From an optimization exercise on the open Yosys and OpenROAD flow, aimed at small area, a short achievable clock period and few clock cycles per item; shortcuts taken in it are not production practice.
At most, simulation tests tie the RTL to the original design; equivalence was not proved.
Function not checked in run 2: the RTL went through the layout flow alone.

==> design/flow/design.v <==
module f32_mult (
  input logic clk, rst_n,
  input logic [31:0] a, b,
  input logic start,
  output logic done,
  output logic [31:0] p
);
function automatic logic [4:0] lzc24(input logic [23:0] x);
  lzc24 = 5'd23;
  for (int i = 0; i < 24; i++)
    if (x[i]) lzc24 = 5'(23 - i);
endfunction
function automatic logic [4:0] tzc24(input logic [23:0] x);
  tzc24 = 5'd23;
  for (int i = 23; i >= 0; i--)
    if (x[i]) tzc24 = 5'(i);
endfunction
logic s_r;
logic a_ez, b_ez, a_fz, b_fz, a_emax, b_emax;
logic a_nan, b_nan, a_inf, b_inf, a_zero, b_zero, a_den, b_den;
assign s_r    = a[31] ^ b[31];
assign a_ez   = (a[30:23] == 8'h00);
assign b_ez   = (b[30:23] == 8'h00);
assign a_fz   = (a[22:0] == 23'h0);
assign b_fz   = (b[22:0] == 23'h0);
assign a_emax = (a[30:23] == 8'hFF);
assign b_emax = (b[30:23] == 8'hFF);
assign a_nan  = a_emax & ~a_fz;
assign b_nan  = b_emax & ~b_fz;
assign a_inf  = a_emax & a_fz;
assign b_inf  = b_emax & b_fz;
assign a_zero = a_ez & a_fz;
assign b_zero = b_ez & b_fz;
assign a_den  = a_ez & ~a_fz;
assign b_den  = b_ez & ~b_fz;
logic [23:0] m_a, m_b;
logic [8:0] x_sum;
assign m_a = {~a_ez, a[22:0]};
assign m_b = {~b_ez, b[22:0]};
assign x_sum = {1'b0, a[30:24], a[23] | a_ez} + {1'b0, b[30:24], b[23] | b_ez};
logic [47:0] prod;
assign prod = m_a * m_b;
logic [5:0] lz, tz;             
logic nr;                       
logic [9:0] c_sh;               
logic [5:0] sh;                 
logic [8:0] e_base;
assign lz = {1'b0, lzc24(m_a)} + {1'b0, lzc24(m_b)};
assign tz = {1'b0, tzc24(m_a)} + {1'b0, tzc24(m_b)};
assign c_sh = 10'd151 - {1'b0, x_sum};
assign nr = {1'b0, x_sum} >= 10'd128 + {4'b0, lz};
assign e_base = x_sum - 9'd128 - {3'b0, lz};
always_comb begin
  if (nr)
    sh = 6'd23 - lz;
  else if (c_sh[9:6] != 4'd0)
    sh = 6'd63;
  else
    sh = c_sh[5:0];
end
logic [25:0] win;
logic top;
logic [23:0] mant;
logic guard, sticky, round_up;
logic [8:0] e1, e2;
logic [8:0] e_pre;
logic ovf;
logic [30:0] rounded;
assign win = 26'({prod, 1'b0} >> sh);
assign top = win[25];
assign e1 = e_base + 9'd1;
assign e2 = e_base + 9'd2;
always_comb begin
  if (top) begin
    mant = win[25:2];
    guard = win[1];
    sticky = {1'b0, tz} < {1'b0, sh};
  end else begin
    mant = win[24:1];
    guard = win[0];
    sticky = {1'b0, tz} + 7'd1 < {1'b0, sh};
  end
  if (!nr)
    e_pre = {8'b0, mant[23]};
  else if (top)
    e_pre = e2;
  else
    e_pre = e1;
  ovf = nr & (e_pre >= 9'd255);
  round_up = guard & (sticky | mant[0]);
  rounded = {e_pre[7:0], mant[22:0]} + {30'h0, round_up};
end
logic [31:0] result;
always_comb begin
  if (a_nan)
    result = {s_r, 8'hFF, 1'b1, a[21:0]};
  else if (b_nan)
    result = {s_r, 8'hFF, 1'b1, b[21:0]};
  else if ((a_inf | b_inf) & (a_zero | b_zero))
    result = {s_r, 8'hFF, 1'b1, 22'h0};
  else if (a_inf | b_inf)
    result = {s_r, 8'hFF, 23'h0};
  else if (a_zero | b_zero | (a_den & b_den))
    result = {s_r, 31'h0};
  else if (ovf)
    result = {s_r, 8'hFF, 23'h0};
  else
    result = {s_r, rounded};
end
always_ff @(posedge clk)
  p <= result;
always_ff @(posedge clk or negedge rst_n)
  if (!rst_n)
    done <= 1'b0;
  else
    done <= start;
endmodule
==> design/flow/run.sh <==
#!/bin/bash
# synth_recipe.tcl (not shown) runs the flow's synth.tcl, then flattens the netlist and writes it again
# the make line also repeats each setting of config.mk as NAME=value (left out here)
make -C /OpenROAD-flow-scripts/flow DESIGN_CONFIG=/design/flow/config.mk WORK_HOME=/design/flow/orfs CLKGATE_MAP_FILE= SYNTH_SCRIPT=/design/flow/synth_recipe.tcl finish
==> design/flow/config.mk <==
export PLATFORM = sky130hd
export DESIGN_NAME = f32_mult
export DESIGN_NICKNAME = f32_mult
export VERILOG_FILES = /design/flow/design.v
export SDC_FILE = /design/flow/constraint.sdc
export NUM_CORES = 4
export LEC_CHECK = 0
export CAP_MARGIN = 20
export CORE_MARGIN = 2
export CORE_UTILIZATION = 40
export SLEW_MARGIN = 20
==> design/flow/constraint.sdc <==
create_clock -name core_clock -period 12.0 [get_ports {clk}]
set_input_delay 2.4000 -clock core_clock [delete_from_list [all_inputs] [get_ports {clk}]]
set_output_delay 2.4000 -clock core_clock [all_outputs]
set_load 0.01 [all_outputs]
==> impl_metrics.yaml, run 1 <==
run_status:
  status: "timing/DRC/antenna clean"
global_route:
  grt_pass1_vias: 29640
  grt.total_usage: 0.3106
  overflow: 0
  antenna_found_initial: 5
  grt_start_max_net_pins: 43
  grt_pass1_wl_um: 177300
die:
  core_area_mm2: 0.07149
  die_y_um: 272.5
  start_util: 0.4034
  ioPinCount: 100
  die_w_um: 272.5
  std_cell_rows: 98
  die_area_mm2: 0.07425
place:
  port_buffers: 99
  dp_hpwl_um: 99570
  place_area_mm2: 0.03627
  gp_congestion: 0.9959
yosys:
  postSynthCellCount: 3663
  synth_warnings: 1
  yosysTopAreaCellShare: 0.3381
  synth_cell_type_count: 104
  ys_seq_area_frac: 0.02309
  syn-cell-area_mm2: 0.02883
  synth_top_area_cell: "fa_1"
  avgSynthCellArea_um2: 7.872
  async_reset_ff_frac: 0.03030
  synth_top_flop_cell: "dfxtp_1"
  synth_edf_count: 0
  synth_seq_cells: 33
  syn_nets: 4439
  ys_top_cells_by_area: "fa_1, ha_1, and2_1"
min_path:
  hold_path_class: "in2async"
sta:
  worst_pin_slew_ns: 0.9703
  max_freq_mhz: 84.63
  finalCriticalPeriod_ns: 11.82
  setup_viol: 0
  drv_slew: 0
  finalHoldViolCount: 0
  slew_headroom: 0.3471
  period_share: 0.9847
  rsz0062_at_grt: "yes"
  fin_tns_setup_ns: 0
cts:
  cts_sinks: 33
  numCtsBuffers: 5
  cts_hold_buf: 0
  cts-root-buf: "clkbuf_16"
  cts_tree: "yes"
  clk_pin_slew_ns: 0.06
  htreeDepth: 2
  cts.path.max_buffers: 2
detailed_routing:
  routed_wl_um: 118000
  vias: 29510
  via_per_inst: 5.576
  drc: 0
  drtIter0Drc: 2527
  wl_per_cell_um: 22.30
  firstDrtPassIters: 6
  ant_nets: 0
setup_path:
  crit_path_end: "p[10]$_DFF_P_"
  cp.required_ns: 12.22
  end_kind: "flop"
  cpMaxStageDelayCell: "fa_2"
  max_stage_delay_ns: 0.58
  critical_path.startpoint_type: "input port"
  cp.arrival_ns: 12.04
  crit_fanout: 11
  worstSetupPathType: "in2reg"
  cp_common_cell: "buf_4"
  cp-startpoint: "b[0]"
cells_and_area:
  area_delta_synth_final_pct: 32.47
  layout-drive-gt1-share: 0.2454
  final_core_util: 0.5343
  final_nets: 5114
  final_cell_area_mm2: 0.03820
job:
  maxCapViolCount: 0
[cell families (layout without fill, tap and decap cells)]
family                   Yosys count  in the layout  share of synthesized area
AO/OA/AOI/OAI                    684            684                     0.1617
XOR/XNOR                          94             94                    0.02881
adder cells (fa/ha/maj)          710            710                     0.4348
buffers and inverters            813           1489                     0.1086
flip-flops                        33             33                    0.02308
multiplexers                      30             30                    0.01067
other                              0              4                          0
AND/OR/NAND/NOR                 1299           1299                     0.2322
[cell usage after synthesis, types with 19 or more instances]
| library cell | n |
|---|---|
| inv_1 | 570 |
| fa_1 | 487 |
| and2_1 | 369 |
| nand2_1 | 290 |
| nor2_1 | 246 |
| ha_1 | 222 |
| a21oi_1 | 189 |
| clkbuf_1 | 188 |
| o21ai_0 | 109 |
| nor3_1 | 103 |
| nand3_1 | 94 |
| xnor2_1 | 60 |
| a211oi_1 | 39 |
| nand4_1 | 36 |
| a21o_1 | 34 |
| xor2_1 | 33 |
| and3_1 | 32 |
| dfxtp_1 | 32 |
| o211ai_1 | 30 |
| nor4_1 | 27 |
| buf_2 | 25 |
| mux2i_1 | 24 |
| o21a_1 | 21 |
| o22ai_1 | 21 |
| a21boi_0 | 19 |
[final cells by class]
| type | instances | area (um^2) |
|---|---|---|
| fill | 6821 | 33290 |
| multi-input combinational | 2817 | 26090 |
| timing repair buffer | 900 | 7903 |
| inverter | 581 | 2200 |
| tap | 950 | 1189 |
| sequential | 33 | 665.6 |
| clock buffer | 5 | 125.1 |
| clock inverter | 3 | 17.52 |
| antenna | 4 | 10.01 |
[worst min-delay path by stage]
stage	slack, ns	to	startpoint
after detailed placement	2.56	done$_DFF_PN0_	rst_n
after floorplan	2.10	done$_DFF_PN0_	rst_n
final	2.26	done$_DFF_PN0_	rst_n
after global routing	2.25	done$_DFF_PN0_	rst_n
after global placement	2.55	done$_DFF_PN0_	rst_n
after CTS	2.26	done$_DFF_PN0_	rst_n
[flip-flops by register name (all words and copies together), names as in the netlist]
signal and flops:
p 32, done 1
[layer usage]
layer	track usage	part of all wire
met3	0.04293	0.079
met5	0	0
met4	0.1170	0.052
met1	0.4202	0.42
met2	0.5045	0.45
[repair_timing]
action | 4_1_cts | 5_1_grt
pin swaps | 33 | 126
gates cloned | 0 | 6
endpoints found under the setup margin | 31 | 31
resized for setup | 68 | 252
buffers inserted | 15 | 48
hold endpoints to repair | 0 | 0
[critical path, delay by kind of cell]
kind | cells | cell delay [ns]
buffers and inverters | 15 | 2.43
adders and majority gates | 8 | 3.82
xor gates and xnor gates | 2 | 0.38
AOI/OAI and AO/OA | 7 | 1.44
and+or+nand+nor | 8 | 1.52
[cells in the final DEF, fill, tap and decap left out, types with 15 or more instances in the layout]
master and count:
nand4_1 36, nand3_1 91, xor2_1 33, mux2i_1 23, o21ai_0 95, a21oi_2 24
nor4_1 17, fa_1 478, a21o_1 34, a31oi_1 16, o31ai_1 16, nor2_2 20
o21ai_1 17, o211ai_1 30, inv_1 556, and3_1 31, clkdlybuf4s50_1 56, buf_6 23
nand2_1 287, ha_4 19, o22ai_1 18, ha_1 200, dlymetal6s2s_1 35, xnor2_1 57
and2_1 364, buf_4 720, dfxtp_1 32, nor3_1 92, buf_12 52, inv_2 16
a211oi_1 29, nor2_1 223, a21oi_1 164, nand2b_1 15, o21a_1 19
[per-stage QoR]
step                cells  hold slack, ns  setup WS, ns
floorplan            3663           2.104       0.02565
global placement     5218           2.549       -0.6825
detailed placement   5218           2.560       -0.8215
CTS                  5241           2.256      0.003361
global route         5291           2.250       -0.1132
finish               5293           2.259        0.1834
Testbench counts, summed over its fixed seeds: cycles 12,000, ops 12,000.
==> run 2, diff against run 1 <==
==> design/flow/design.v (replaced) <==
module f32_mult (
  input logic clk, rst_n,
  input logic [31:0] a, b,
  input logic start,
  output logic done,
  output logic [31:0] p
);
typedef enum logic [2:0] { IDLE, EXTRACT, MULTIPLY, NORMALIZE, DONE } state_t;
state_t state;
logic [31:0] a_reg, b_reg;
logic s_r;
logic [7:0] e_a, e_b;        
logic [23:0] m_a, m_b;       
logic a_is_zero, b_is_zero;
logic a_is_inf, b_is_inf;
logic a_is_nan, b_is_nan;
logic a_is_denormal, b_is_denormal;
logic [47:0] mantissa_product;
logic signed [9:0] exp_sum;
logic [31:0] result_reg;
logic ca_zero, cb_zero, ca_inf, cb_inf, ca_nan, cb_nan, ca_den, cb_den;
assign ca_zero = (a_reg[30:23] == 8'h00) && (a_reg[22:0] == 0);
assign cb_zero = (b_reg[30:23] == 8'h00) && (b_reg[22:0] == 0);
assign ca_inf  = (a_reg[30:23] == 8'hFF) && (a_reg[22:0] == 0);
assign cb_inf  = (b_reg[30:23] == 8'hFF) && (b_reg[22:0] == 0);
assign ca_nan  = (a_reg[30:23] == 8'hFF) && (a_reg[22:0] != 0);
assign cb_nan  = (b_reg[30:23] == 8'hFF) && (b_reg[22:0] != 0);
assign ca_den  = (a_reg[30:23] == 8'h00) && (a_reg[22:0] != 0);
assign cb_den  = (b_reg[30:23] == 8'h00) && (b_reg[22:0] != 0);
logic is_special;
logic [31:0] special_result;
always_comb begin
  is_special = 1'b1;
  special_result = {s_r, 31'h0};
  if (a_is_nan)
    special_result = {s_r, 8'hFF, 1'b1, m_a[21:0]};    
  else if (b_is_nan)
    special_result = {s_r, 8'hFF, 1'b1, m_b[21:0]};    
  else if ((a_is_inf || b_is_inf) && (a_is_zero || b_is_zero))
    special_result = {s_r, 8'hFF, 1'b1, 22'h0};        
  else if (a_is_inf || b_is_inf)
    special_result = {s_r, 8'hFF, 23'h0};              
  else if (a_is_zero || b_is_zero || (a_is_denormal && b_is_denormal))
    special_result = {s_r, 31'h0};                     
  else
    is_special = 1'b0;
end
logic [5:0] lz;
logic [47:0] norm_prod;
logic signed [9:0] norm_exp;
logic [8:0] shift_amt;
logic [47:0] shifted;
logic lost;
logic [30:0] packed_res;
logic guard, sticky, round_up;
logic [30:0] rounded;
logic [31:0] normal_result;
always_comb begin
  lz = 6'd47;
  for (int i = 0; i < 48; i++)
    if (mantissa_product[i]) lz = 6'(47 - i);
  norm_prod = mantissa_product << lz;
  norm_exp = exp_sum + 10'sd1 - $signed({4'b0, lz});
  shift_amt = 9'd0;
  if (norm_exp < 10'sd1)
    shift_amt = (10'sd1 - norm_exp) > 10'sd48 ? 9'd48 : 9'((10'sd1 - norm_exp));
  shifted = norm_prod >> shift_amt;
  lost = 1'b0;
  for (int i = 0; i < 48; i++)
    if (i < shift_amt && norm_prod[i]) lost = 1'b1;
  if (norm_exp < 10'sd1)
    packed_res = {8'h00, shifted[46:24]};
  else
    packed_res = {norm_exp[7:0], shifted[46:24]};
  guard = shifted[23];
  sticky = (|shifted[22:0]) | lost;
  round_up = guard & (sticky | packed_res[0]);
  rounded = packed_res + {30'h0, round_up};
  if (norm_exp >= 10'sd255)
    normal_result = {s_r, 8'hFF, 23'h0};               
  else
    normal_result = {s_r, rounded};
end
always_ff @(posedge clk or negedge rst_n) begin
  if (!rst_n) begin
    state <= IDLE;
    result_reg <= 0;
  end else begin
    case (state)
      IDLE, DONE: begin
        if (start) begin
          a_reg <= a;
          b_reg <= b;
          state <= EXTRACT;
        end else begin
          state <= IDLE;
        end
      end
      EXTRACT: begin
        s_r <= a_reg[31] ^ b_reg[31];
        e_a <= ca_den ? 8'd1 : a_reg[30:23];
        e_b <= cb_den ? 8'd1 : b_reg[30:23];
        m_a <= {~ca_den & ~ca_zero, a_reg[22:0]};
        m_b <= {~cb_den & ~cb_zero, b_reg[22:0]};
        a_is_zero <= ca_zero;  b_is_zero <= cb_zero;
        a_is_inf <= ca_inf;    b_is_inf <= cb_inf;
        a_is_nan <= ca_nan;    b_is_nan <= cb_nan;
        a_is_denormal <= ca_den; b_is_denormal <= cb_den;
        state <= MULTIPLY;
      end
      MULTIPLY: begin
        if (is_special) begin
          result_reg <= special_result;
          state <= DONE;
        end else begin
          mantissa_product <= m_a * m_b;
          exp_sum <= $signed({2'b0, e_a}) + $signed({2'b0, e_b}) - 10'sd127;
          state <= NORMALIZE;
        end
      end
      NORMALIZE: begin
        result_reg <= normal_result;
        state <= DONE;
      end
      default: state <= IDLE;
    endcase
  end
end
assign done = (state == DONE);
assign p = result_reg;
endmodule
==> impl_metrics.yaml, run 2 <==
die:
  std_cell_rows: 111
  die_y_um: 307.5
  core_area_mm2: 0.09152
  ioPinCount: 100
  start_util: 0.4024
  die_w_um: 307.5
  die_area_mm2: 0.09453
detailed_routing:
  routed_wl_um: 136700
  ant_nets: 0
  vias: 32260
  via_per_inst: 5.998
  drtIter0Drc: 2945
  wl_per_cell_um: 25.42
  firstDrtPassIters: 6
  drc: 0
global_route:
  grt_start_max_net_pins: 63
  antenna_found_initial: 2
  grt.total_usage: 0.2907
  grt_pass1_wl_um: 209200
  overflow: 0
  grt_pass1_vias: 32750
setup_path:
  critPathBufInv: 5
  cpMaxStageDelayCell: "xor2_1"
  critical-path-top-delay-family: "compound AO/OA/AOI/OAI gates"
  max_stage_delay_ns: 0.68
  crit_fanout: 38
  worstSetupPathType: "reg2reg"
  cp.required_ns: 12.51
  cp.arrival_ns: 10.61
  end_kind: "flop"
  critical_path.startpoint_type: "flop"
sta:
  slew_headroom: 0.2630
  finalHoldViolCount: 0
  worst_pin_slew_ns: 1.099
  timing.hold.ws_ns: 0.4464
  drv_slew: 0
  fin_tns_setup_ns: 0
  finalCriticalPeriod_ns: 10.10
  rsz0062_at_grt: "no"
  setup_viol: 0
  fin_skew_ns: 0.04109
  max_freq_mhz: 99.00
  period_share: 0.8417
yosys:
  synth_top_area_cell: "fa_1"
  syn_nets: 4931
  synth_warnings: 1
  async_reset_ff_frac: 0.1522
  syn-cell-area_mm2: 0.03683
  ys_seq_area_frac: 0.1828
  synth_seq_cells: 230
  synth_edf_count: 195
  synth_top_flop_cell: "edfxtp_1"
  yosysTopAreaCellShare: 0.2631
  avgSynthCellArea_um2: 8.822
  synth_most_common_cell: "nand2_1"
  synth_cell_type_count: 121
  postSynthCellCount: 4175
  synthTopCellsByCount: "nand2_1, inv_1, fa_1"
  ys_top_cells_by_area: "fa_1, edfxtp_1, ha_1"
cts:
  cts_hold_buf: 0
  cts_sinks: 230
  post_cts_buffers: 0
  htreeDepth: 1
  cts-resized-gates: 0
  cts_tree: "yes"
  clock_latency_ns: 0.61
  clk_pin_slew_ns: 0.06
  cts-root-buf: "clkbuf_16"
  cts.path.max_buffers: 3
  numCtsBuffers: 27
cells_and_area:
  regMostFlops: "mantissa_product"
  final_common_cell: "nand2_1"
  final_nets: 4927
  layout_common_cells: "nand2_1, inv_1, fa_1"
  largest_reg_flops: 48
  layout-drive-gt1-share: 0.06586
  area_delta_synth_final_pct: 8.696
  fill_cells: 9046
place:
  gp_congestion: 1.024
  dp_hpwl_um: 107500
  port_buffers: 99
min_path:
  hold_path_class: "reg2reg"
run_status:
  status: "timing/DRC/antenna clean"
job:
  maxCapViolCount: 0
run 2: cell count changes in the layout (fill, tap and decap cells not counted), sizes merged, moves of 35 or more:
cell	previous run	this run
nand2	290	590
edfxtp	0	195
dlymetal6s2s	35	0
mux2i	24	104
and2	369	218
a22oi	15	52
clkdlybuf4s50	56	98
buf	795	120
run 2: path summary, 6_finish.rpt:
check | to | start | depth (start not counted) | slack (ns)
hold reg to reg | m_b[10]$_DFFE_PP_ | b_reg[10]$_DFFE_PP_ | 0 | 0.45
setup reg to reg | result_reg[22]$_DFFE_PN0P_ | mantissa_product[44]$_DFFE_PP_ | 30 | 1.90
setup / recovery | result_reg[22]$_DFFE_PN0P_ | mantissa_product[44]$_DFFE_PP_ | 30 | 1.90
min in group asynchronous | result_reg[29]$_DFFE_PN0P_ | rst_n | 2 | 1.86
hold / removal | m_b[10]$_DFFE_PP_ | b_reg[10]$_DFFE_PP_ | 0 | 0.45
max in group asynchronous | result_reg[10]$_DFFE_PN0P_ | rst_n | 2 | 9.70
run 2: layout make-up:
type / count / area [um^2] / share of cell area
Clock inverter: 20 / 177.7 / 0.004438
Antenna cell: 1 / 2.502 / 0.00006250
Timing Repair Buffer: 218 / 1879 / 0.04694
Tap cell: 1186 / 1484 / 0.03706
Sequential cell: 230 / 6731 / 0.1681
Clock buffer: 29 / 683.2 / 0.01706
Multi-Input combinational cell: 3145 / 27010 / 0.6746
Inverter: 549 / 2068 / 0.05166
run 2: cell families after synthesis:
logic type      Yosys count  synth area share
compound gates          820            0.1566
xor+xnor                 79           0.01879
fa+ha+maj               689            0.3327
buf+inv                 800           0.08523
flops                   230            0.1828
mux                     127           0.03784
simple gates           1430            0.1861
run 2: per-stage QoR:
step                      setup WS [ns]  cells  instance area [um^2]    util
after global routing              1.442   5377                 40030  0.4374
after floorplan                   1.506   4175                 36830       -
final                             1.899   5378                 40040  0.4374
after CTS                         2.054   5377                 40030  0.4374
after global placement            2.079   5328                 39170  0.4280
after detailed placement          2.169   5328                 39170  0.4280
run 2: worst register-to-register path: cells and delay by family, from the launching register on:
family                     cells  cell delay [ns]
AOI/OAI and AO/OA             11             3.38
xor gates and xnor gates       1             0.69
adders and majority gates      3             0.99
buffers and inverters          5             1.10
DFF                            1             0.53
muxes                          2             0.59
and+or+nand+nor                8             2.72
run 2: routing by layer:
layer	global-route usage	part of all wire	up-vias
met3	0.03510	0.069	302
li1	-	-	14210
met1	0.3935	0.42	16320
met2	0.4646	0.46	1426
met5	0	0	-
met4	0.1374	0.054	0

[re-timing with driven ports]
The flow's constraints put no driver on any port. The routed layouts listed below were extracted and timed again, unchanged, in two steps.
Step 1 assumes that a clkbuf_16 drives the clock port and a buf_2 every other input.
Step 2 times the ports against the registers' clock, not the clock port: input delays grow and output delays shrink by t, the midpoint of the rising clock arrivals with the driver on.
a / b / c = ideal / step 1 / step 2; a / b = the first two.
run | shift t [ns] | setup slack, ns | hold slack, ns
run 1 | 0.311 | 0.183 / 0.190 / -0.122 | 2.259 / 2.267 / 2.579
run 2 | 0.649 | 1.899 / 1.899 / 1.899 | 0.446 / 0.446 / 0.446
With both steps, setup timing fails in run 1, where it was met with ideal ports. For run 1, which loses most, drivers alone change the setup slack by +0.007 ns; drivers and shift together by -0.305 ns.
